Source: an optimization exercise on an open RTL-to-GDS flow (aim: small area, a short achievable clock period and few clock cycles). Production flows keep margins and buffers that such runs may drop. Function was checked by simulation only, so behaviour that the tests miss may differ from the original. No activity file was given, so power comes from the tool's default toggle rates.

$ cat flow/design.v
module CHIP(clk,
            rst_n,
            mem_wen_D,
            mem_addr_D,
            mem_wdata_D,
            mem_rdata_D,
            mem_addr_I,
            mem_rdata_I
    );
    input         clk, rst_n ;
    output        mem_wen_D  ;
    output [31:0] mem_addr_D ;
    output [31:0] mem_wdata_D;
    input  [31:0] mem_rdata_D;
    output [31:0] mem_addr_I ;
    input  [31:0] mem_rdata_I;
    reg    [31:0] PC          ;              
    reg   [31:0] PC_nxt      ;              
    wire          regWrite    ;              
    wire   [ 4:0] rs1, rs2, rd;              
    wire   [31:0] rs1_data    ;              
    wire   [31:0] rs2_data    ;              
    reg   [31:0] rd_data     ;              
    reg [4:0] state, state_nxt;
    reg [2:0] sub_state, sub_state_nxt;
    reg readInstr,nextReadInstr, updatePC;
    wire branch;
    reg regShouldWrite;
    reg aluValid,mulWaiting;
    reg [1:0] aluMode;
    reg [31:0] in_A,in_B;
    wire aluReady;
    wire [63:0] aluOut;
    reg [11:0] immtest;
    reg [31:0] ex_result;  
    parameter IDLE = 5'd0;
    parameter AUIPC  = 5'd1;
    parameter JAL  = 5'd2;
    parameter JALR = 5'd3;
    parameter BEQ = 5'd4;
    parameter LW  = 5'd5;
    parameter SW  = 5'd6;
    parameter ADDI  = 5'd7;
    parameter SLTI  = 5'd8;
    parameter ADD  = 5'd9;
    parameter SUB  = 5'd10;
    parameter XOR  = 5'd11;
    parameter MUL  = 5'd12;
    parameter ID = 3'd0;
    parameter EX = 3'd1;
    parameter MEM = 3'd2;
    parameter WB = 3'd3;
    parameter BUFFER = 3'd4;
    reg_file reg0(                           
        .clk(clk),                           
        .rst_n(rst_n),                       
        .wen(regWrite),                      
        .a1(rs1),                            
        .a2(rs2),                            
        .aw(rd),                             
        .d(rd_data),                         
        .q1(rs1_data),                       
        .q2(rs2_data));                      
    mulDiv alu0(
        .clk(clk),
        .rst_n(rst_n),
        .valid(aluValid),
        .ready(aluReady),
        .mode(aluMode),
        .in_A(in_A),
        .in_B(in_B),
        .out(aluOut)
    );
    assign rs1 = mem_rdata_I[19:15];
    assign rs2 = mem_rdata_I[24:20];
    assign rd = mem_rdata_I[11:7];
    assign mem_addr_I = PC;
    assign mem_addr_D = (state == LW)? $signed(rs1_data) + $signed(mem_rdata_I[31:20]):$signed(rs1_data) + $signed({mem_rdata_I[31:25],mem_rdata_I[11:7]});
    assign mem_wen_D = (state == SW && sub_state==EX)? 1'd1:1'd0;
    assign mem_wdata_D = rs2_data;
    assign regWrite = regShouldWrite&&(sub_state==WB);
    assign branch = (state==JAL||state==JALR||state==BEQ);
    always @(*)begin
        if(!readInstr)begin
            state_nxt = state;
        end
        else begin
            state_nxt = IDLE;
            case (mem_rdata_I[6:0])
                7'b0010011:begin 
                    case (mem_rdata_I[14:12])
                        3'b000:begin 
                            state_nxt = ADDI;
                        end
                        3'b010:state_nxt = SLTI; 
                    endcase
                end
                7'b0110011:begin 
                    case ({mem_rdata_I[31:25],mem_rdata_I[14:12]})
                        10'd0:state_nxt=ADD; 
                        10'h100:state_nxt=SUB; 
                        10'h4:state_nxt=XOR; 
                        10'h8:state_nxt=MUL; 
                    endcase
                end
                7'b0000011:begin 
                    case (mem_rdata_I[14:12])
                        3'b010:state_nxt=LW; 
                    endcase
                end
                7'b0100011:begin 
                    case (mem_rdata_I[14:12])
                        3'b010:state_nxt=SW; 
                    endcase
                end
                7'b1100011:begin 
                    case (mem_rdata_I[14:12])
                        3'b000:state_nxt=BEQ; 
                    endcase
                end
                7'b0010111:begin 
                    state_nxt=AUIPC;
                end
                7'b1101111:begin
                    state_nxt = JAL;
                end
                7'b1100111:begin
                    state_nxt = JALR;
                end
                default:state_nxt=IDLE;
            endcase
        end
    end
    always @(*)begin
        mulWaiting = 1'd0;
        in_A = 32'd0;
        in_B = 32'd0;
        aluMode = 2'd1;
        aluValid = 1'd0;
        regShouldWrite = 1'd0;
        immtest=12'd0;
        updatePC = 1'd0;
        aluValid = 1'd0;
        sub_state_nxt = ID;
        if(state!=MUL&&sub_state!=EX)begin
            mulWaiting = 1'd0;
            aluMode = 2'd0;
            aluValid = 1'd0;
            in_A = 32'd0;
            in_B = 32'd0;
        end
        case (sub_state)
            ID:begin
                rd_data = 32'd0;
                sub_state_nxt = EX;
                updatePC = 1'd0;
                regShouldWrite = 1'd0;
            end
            EX:begin
                rd_data = 32'd0;
                sub_state_nxt = WB;
                updatePC=1'd0;
                regShouldWrite = 1'd0;
                case (state)
                    ADDI:begin
                        rd_data = $signed(mem_rdata_I[31:20])+$signed(rs1_data);
                    end
                    SLTI:begin
                         rd_data =32'd0;
                         immtest=mem_rdata_I[31:20];
                         if($signed(rs1_data)<$signed(mem_rdata_I[31:20]))begin
                            rd_data = 32'd1;
                         end
                    end
                    ADD: rd_data = $signed(rs1_data)+$signed(rs2_data);
                    SUB: rd_data = $signed(rs1_data)-$signed(rs2_data);
                    XOR: rd_data = rs1_data^rs2_data;
                    MUL:begin
                        if(!mulWaiting)begin
                            aluValid = 1'd1;
                        end
                        else aluValid = 1'd0;
                        in_A = rs1_data;
                        in_B = rs2_data;
                        aluMode = 2'd0;
                        mulWaiting=1'd1;
                        sub_state_nxt = EX;
                        rd_data = aluOut[31:0];
                        if(aluReady)begin
                            sub_state_nxt = WB;
                            mulWaiting = 1'd0;
                        end
                    end
                    LW:begin 
                    end
                    SW:begin
                    end
                    AUIPC:rd_data = {mem_rdata_I[31:12],12'd0} + PC;
                    JAL:rd_data = PC+32'd4;
                    JALR:rd_data = PC+32'd4;
                    BEQ:rd_data = 32'd0;
                endcase
            end
            WB:begin
                regShouldWrite = 1'd0;
                updatePC = 1'd1;
                sub_state_nxt = ID;
                rd_data = ex_result;
                case (state)
                    ADDI:regShouldWrite = 1'd1;
                    SLTI: regShouldWrite = 1'd1;
                    ADD: regShouldWrite = 1'd1;
                    SUB: regShouldWrite = 1'd1;
                    XOR: regShouldWrite = 1'd1;
                    MUL:regShouldWrite = 1'd1;
                    LW: begin
                        regShouldWrite = 1'd1;
                        rd_data = mem_rdata_D;
                    end
                    AUIPC:regShouldWrite = 1'd1;
                    JAL:regShouldWrite = 1'd1;
                    JALR:regShouldWrite = 1'd1;
                endcase
            end
            default: rd_data = 32'd0;
        endcase
    end
    always @(*)begin
        PC_nxt = PC;
        nextReadInstr = 1'd0;
        if(updatePC)begin
            nextReadInstr=1'd1;
            PC_nxt = PC+32'd4;
            if(branch)begin
                if(state==JAL)begin
                    PC_nxt = $signed({mem_rdata_I[31],mem_rdata_I[19:12],mem_rdata_I[20],mem_rdata_I[30:21],1'd0})+$signed(PC);
                end
                else if(state==JALR)begin
                    PC_nxt = $signed(rs1_data)+$signed(mem_rdata_I[31:20]);
                end
                else if(state==BEQ) begin
                    if(rs1_data==rs2_data)begin
                        PC_nxt = $signed({mem_rdata_I[31],mem_rdata_I[7],mem_rdata_I[30:25],mem_rdata_I[11:8],1'd0})+$signed(PC);
                    end
                end            
            end
        end
    end
    always @(posedge clk or negedge rst_n) begin
        if (!rst_n) begin
            PC <= 32'h00400000;  
            state <=IDLE;
            sub_state <=ID;
            readInstr <= 1'd1;
            ex_result <= 32'd0;
        end
        else begin
            PC <= PC_nxt;
            state <= state_nxt;
            sub_state<=sub_state_nxt;
            readInstr <=nextReadInstr;
            if (sub_state == EX) ex_result <= rd_data;
        end
    end
endmodule
module reg_file(clk, rst_n, wen, a1, a2, aw, d, q1, q2);
    parameter BITS = 32;
    parameter word_depth = 32;
    parameter addr_width = 5;  
    input clk, rst_n, wen;  
    input [BITS-1:0] d;
    input [addr_width-1:0] a1, a2, aw;
    output [BITS-1:0] q1, q2;
    reg [BITS-1:0] mem [0:word_depth-1];
    reg [BITS-1:0] mem_nxt [0:word_depth-1];
    integer i;
    assign q1 = mem[a1];
    assign q2 = mem[a2];
    always @(*) begin
        for (i=0; i<word_depth; i=i+1)
            mem_nxt[i] = (wen && (aw == i)) ? d : mem[i];
    end
    always @(posedge clk or negedge rst_n) begin
        if (!rst_n) begin
            mem[0] <= 0;  
            for (i=1; i<word_depth; i=i+1) begin
                case(i)
                    32'd2: mem[i] <= 32'h7fffeffc;  
                    32'd3: mem[i] <= 32'h10008000;  
                    default: mem[i] <= 32'h0;
                endcase
            end
        end
        else begin
            mem[0] <= 0;
            for (i=1; i<word_depth; i=i+1)
                mem[i] <= mem_nxt[i];
        end
    end
endmodule
module mulDiv(clk, rst_n, valid, ready, mode, in_A, in_B, out);
    input         clk, rst_n;
    input         valid;
    input  [1:0]  mode;  
    output        ready;
    input  [31:0] in_A, in_B;
    output [63:0] out;
    parameter IDLE = 3'd0;
    parameter MUL  = 3'd1;
    parameter DIV  = 3'd2;
    parameter SHIFT = 3'd3;
    parameter AVG = 3'd4;
    parameter OUT  = 3'd5;
    reg  [ 2:0] state, state_nxt;
    reg  [ 4:0] counter, counter_nxt;
    reg  [63:0] shreg, shreg_nxt;
    reg  [31:0] alu_in, alu_in_nxt;
    reg  [32:0] alu_out;
    assign ready = (state == OUT);
    assign out = ready? shreg : 64'd0;
    always @(*) begin
        case(state)
            IDLE: begin
                if(!valid)state_nxt = IDLE;
                else begin
                    case(mode)
                        2'd0 : state_nxt = MUL;
                        2'd1 : state_nxt = DIV;
                        2'd2 : state_nxt = SHIFT;
                        2'd3 : state_nxt = AVG;
                        default: state_nxt = IDLE;
                    endcase
                end
            end
            MUL : state_nxt = counter<31 ? MUL:OUT;
            DIV : state_nxt = counter<31 ? DIV:OUT;
            SHIFT : state_nxt = OUT;
            AVG : state_nxt = OUT;
            OUT : state_nxt = IDLE;
            default : state_nxt = IDLE;
        endcase
    end
    always @(*) begin
        if(state == MUL || state == DIV)
            counter_nxt = counter + 5'd1;
        else
            counter_nxt = 5'd0;
    end
    always @(*) begin
        case(state)
            IDLE: begin
                if (valid) alu_in_nxt = in_B;
                else       alu_in_nxt = 0;
            end
            OUT : alu_in_nxt = 0;
            default: alu_in_nxt = alu_in;
        endcase
    end
    always @(*)begin
        case(state)
            MUL : 
                alu_out = shreg[0]? alu_in + shreg[63:32] : shreg[63:32];
            DIV : 
                alu_out = (shreg[62:31] >= alu_in)? {1'd1, shreg[62:31]-alu_in}:{1'd0, shreg[62:31]}; 
            SHIFT :
                alu_out = shreg[31:0]>>alu_in[2:0];
            AVG :  
                alu_out = (shreg[31:0] + alu_in)>>1;
            default:
                alu_out = 33'd0;
        endcase
    end    
    always @(*)begin
        shreg_nxt = shreg; 
        case(state)
            IDLE : begin
                shreg_nxt = 64'd0;
                if(valid) shreg_nxt[31:0] = in_A;
                else ;
            end
            MUL : begin
                shreg_nxt = shreg>>1;
                shreg_nxt[63:31] = alu_out;
            end
            DIV : begin
                shreg_nxt = shreg<<1;
                shreg_nxt[63:32]= alu_out[31:0]; 
                shreg_nxt[0] = alu_out[32];
            end
            SHIFT : 
                shreg_nxt = {32'd0, alu_out[31:0]};
            AVG : 
                shreg_nxt = {32'd0, alu_out[31:0]};
            default:
                shreg_nxt = 64'd0;
        endcase
    end
    always @(posedge clk or negedge rst_n) begin
        if (!rst_n) begin
            state <= IDLE;
            shreg <=64'd0;
            alu_in <=32'd0;
            counter <= 5'd0;
        end
        else begin
            state <= state_nxt;
            shreg <=shreg_nxt;
            alu_in <=alu_in_nxt;
            counter <= counter_nxt;
        end
    end
endmodule
$ cat flow/run.sh
#!/bin/bash
# synth_recipe.tcl (not shown) runs the flow's synth.tcl, then flattens the netlist and writes it again
# the make line also repeats each setting of config.mk as NAME=value (left out here)
make -C /OpenROAD-flow-scripts/flow DESIGN_CONFIG=/design/flow/config.mk WORK_HOME=/design/flow/orfs CLKGATE_MAP_FILE= SYNTH_SCRIPT=/design/flow/synth_recipe.tcl finish
$ cat flow/config.mk
export PLATFORM = sky130hd
export DESIGN_NAME = CHIP
export DESIGN_NICKNAME = CHIP
export VERILOG_FILES = /design/flow/design.v
export SDC_FILE = /design/flow/constraint.sdc
export NUM_CORES = 4
export LEC_CHECK = 0
export CAP_MARGIN = 20
export CORE_MARGIN = 2
export CORE_UTILIZATION = 30
export PLACE_DENSITY = 0.45
export SETUP_SLACK_MARGIN = 0.3
export SLEW_MARGIN = 20
$ cat flow/constraint.sdc
create_clock -name core_clock -period 10.0 [get_ports {clk}]
set_input_delay 2.0000 -clock core_clock [delete_from_list [all_inputs] [get_ports {clk}]]
set_output_delay 2.0000 -clock core_clock [all_outputs]
set_load 0.01 [all_outputs]
==> notes.md <==
==> worst paths after layout <==
check	to	slack (ns)
hold reg to reg	ex_result[12]	0.48
setup reg to reg	reg0.mem[3][17]	3.26
setup / recovery	mem_addr_D[30]	0.52
hold / removal	ex_result[12]	0.48
min in group asynchronous	reg0.mem[24][14]	1.18
max in group asynchronous	PC[29]	6.66
==> Yosys cell counts, types with 45 or more instances <==
cell and count:
nand2b_1 45, a21o_1 110, dfrtp_1 1135, o21ai_0 800, and3_1 94, clkbuf_1 580, a22o_1 181, a22oi_1 510
buf_1 55, nor3_1 82, a21oi_1 781, o21bai_1 58, nand2_1 1079, a31oi_1 75, a211oi_1 50, inv_1 190
nor2_1 822, nand4_1 140, xnor2_1 190, a222oi_1 59, o21ai_1 52, nor2b_1 48, xor2_1 84, nand3_1 183
o22ai_1 49, a221oi_1 206, ha_1 282, mux2i_1 96
==> stage by stage <==
step           setup slack [ns]  instances  hold WS, ns
2_1_floorplan              1.08       8778        0.408
3_3_place_gp             -0.263      12187        0.458
3_5_place_dp             -0.237      12190        0.462
4_1_cts                   0.213      12468        0.479
5_1_grt                   0.314      12472        0.492
6_report                  0.524      12486        0.479
==> layout make-up <==
class | instances | area (sq um) | share of cell area
sequential | 1167 | 29200 | 0.331
multi-input combinational | 6713 | 42300 | 0.478
timing repair buffer | 807 | 6920 | 0.0782
antenna | 15 | 37.5 | 0.000424
tap | 3312 | 4140 | 0.0468
clock inverter | 45 | 648 | 0.00733
clock buffer | 229 | 4390 | 0.0496
inverter | 198 | 749 | 0.00847
==> repair_timing <==
action / CTS / global route
setup buffers: 4 / 2
pin swaps: 8 / 12
endpoints found under the setup margin: 21 / 21
resized for setup: 34 / 18
==> metal layers <==
metal | vias to the layer above | track usage | part of all wire
li1 | 32874 | - | -
met2 | 5098 | 0.546 | 0.43
met5 | - | 0.00116 | 0.00023
met4 | 14 | 0.207 | 0.068
met1 | 38912 | 0.468 | 0.40
met3 | 1337 | 0.0979 | 0.10
==> worst max-delay path: cells and delay by family <==
family | cells | cell delay, ns
fa+ha+maj | 3 | 1.07
buf+inv | 6 | 1.07
simple gates | 6 | 1.55
compound gates | 9 | 1.62
xor+xnor | 1 | 0.12
==> power breakdown <==
group,switching (uW),internal (uW)
clock,2390,3240
sequential,435,4980
combinational,3600,1650
==> state kept, by name, summed over array words and instances (netlist names) <==
register,count
PC,32
reg0.mem,992
sub_state,2
alu0.shreg,64
alu0.alu_in,32
state,4
alu0.state,3
alu0.counter,5
ex_result,32
readInstr,1
==> cells by family (layout without fill, tap and decap cells) <==
logic type / after synthesis / after routing
and+or+nand+nor: 2758 / 2758
adders and majority gates: 303 / 303
DFF: 1167 / 1167
AOI/OAI and AO/OA: 3244 / 3244
muxes: 132 / 132
xor gates and xnor gates: 276 / 276
buffers and inverters: 898 / 1279
other: 0 / 15
==> metrics.csv <==
stage;metric;value;unit
setup_path;Crit-path slowest cell;or4b_4;
cells_and_area;synthesis-to-finish area growth;19.0;%
placed_design;placer congestion estimate;1.02;
placed_design;DP Area;0.0832;sq mm
floorplanning;die area;0.252;sq mm
cts;# hold bufs at CTS;0;
detailed_routing;remaining antenna violation count after routing;0;
sta;clk_skew;0.0817;ns
cts;Num CTS Buffers;148;
yosys;post-synthesis mux area share;0.0213;
setup_path;CP arrival;7.48;ns
floorplanning;Die H;502;microns
floorplanning;I/O pin count;163;
setup_path;Reg2Reg Launch Point;reg0.mem[31][1];
floorplanning;# rows;182;
cts;Root Driver;clkbuf_16;
yosys;Post-synth EDFFs;0;
floorplanning;Core ar.;0.246;sq mm
yosys;distinct cell type count after synthesis;117;
yosys;FF+latch count, synth;1167;
cts;Max Root-Sink Buffers;3;
sta;Tcrit/Tclk final;0.948;
cells_and_area;design area;0.0885;sq mm
yosys;synth warn;5;
sta;fin crit period;9.48;ns
setup_path;startpoint class of the critical path;input pin;
sta;Fin Setup TNS;0;ns
sta;worst slew pin tran;1.19;ns
setup_path;crit-path max cell delay;0.54;ns
sta;Rel. slew slack;0.202;
cts;clock sink count;1167;
pwr;Static Leak;0.0380;uW
yosys;Synth Net Count;9136;
cts;Worst-path clk slew;0.05;ns
setup_path;Crit. End Element;output port;
placed_design;PortBufs;162;
cts;CTS tree;done;
sta;fmax;0.106;GHz
yosys;Post-Synth XOR/XNOR Area;0.0327;
floorplanning;starting density of the core;0.302;
cts;Clk Latency, worst-skew pair;0.85;ns
global_route;initial antenna violation count;19;
yosys;Synth Cell Area;0.0743;sq mm
sta;Setup Viol. Count Final;0;
yosys;mean area per synthesized cell;8.47;sq um
detailed_routing;Initial DRC Count;11948;
cells_and_area;Nets;9393;
cells_and_area;fill cell count;25464;
detailed_routing;Routed WL;469000;microns
detailed_routing;total number of vias;78235;
yosys;biggest area consumer among synthesized cells;dfrtp_1;
pwr;Final Power;16300;uW
pwr;peak supply drop;133;uV
yosys;largest cells by area after synthesis;dfrtp_1 (38%), nand2_1 (5.4%), o21ai_0 (5.4%), a21oi_1 (5.3%), a22oi_1 (5.2%);
setup_path;Setup crit start;mem_rdata_I[16];
global_route;grt ovf;0;
run;max-cap viol count;0;
yosys;post-synthesis adder-cell area fraction;0.0517;
worst_hold_path;worst min path class;reg -> reg;
cells_and_area;commonest non-fill, non-tap cell in the layout;dfrtp_1;
floorplanning;die width;502;microns
detailed_routing;DRT Pass-1 Iters;10;
setup_path;Setup CP Type;in -> out;
detailed_routing;Via density;6.27;
yosys;asr flop ratio synth;1.00;
worst_hold_path;worst hold stages;1;
setup_path;CP required;8.00;ns
global_route;All-Layer GR Usage;0.363;
setup_path;worst-path fanout max;14;
setup_path;reg2reg path depth;23;
placed_design;HPWL after detailed placement;331000;microns
detailed_routing;DRC errors left;0;
worst_hold_path;Worst Hold Launch;ex_result[12];
yosys;top cell type's share of synthesized area;0.382;
yosys;register area share after synthesis;0.393;
cts;H-tree depth;4;
yosys;Cells after Synth;8778;
global_route;vias in the first global route;74545;
sta;Final Hold Fails;0;
global_route;first-pass GRT wire length;638000;microns
run_status;run status;finished clean;
pwr;pwr/cell area;184;mW/mm^2
cells_and_area;share of layout cells above drive strength 1;0.133;
yosys;largest family of logic cells by synthesized area;compound AO/OA/AOI/OAI gates;
yosys;top_reg_cell synth;dfrtp_1;
sta;Final Max Tran Viols;0;
detailed_routing;Avg WL per Cell;37.5;microns
cells_and_area;Final Util;0.359;
cells_and_area;most frequent cells in the layout;dfrtp_1 (1131), nand2_1 (1059), o21ai_0 (792);
yosys;Compound-Gate Fraction of Synth Area;0.286;
global_route;largest net degree at the start of global routing;162;
yosys;post-synthesis simple-gate area fraction;0.168;
sta;RSZ-0062 raised after global routing;no;
Testbench counts, summed over its fixed seeds: cycles 121,836.

## what the ideal ports hide
How much do the figures lean on ideal ports? The routed layout below was timed once more, with nothing changed but the port constraints. Step 1: set_driving_cell puts a clkbuf_16 on clk and a buf_2 on each other input, an assumption about the parent block. Step 2 moves the port delays by t, midway between the first and last clock arrival at a register: inputs arrive t later, outputs are due t later. That takes back most of the time a late clock gives input paths. Slacks: no drivers / after step 1 / after step 2; pairs: no drivers / after step 1.
t (ns): 0.904
setup WS [ns]: 0.524 / 0.489 / 0.084
slew at the worst register clock pin (ns): 0.07 / 0.07
cell pins on the clock port's net: 1
After both steps this run still meets setup and hold. For this run, drivers alone change the setup slack by -0.035 ns; drivers and shift together by -0.440 ns.
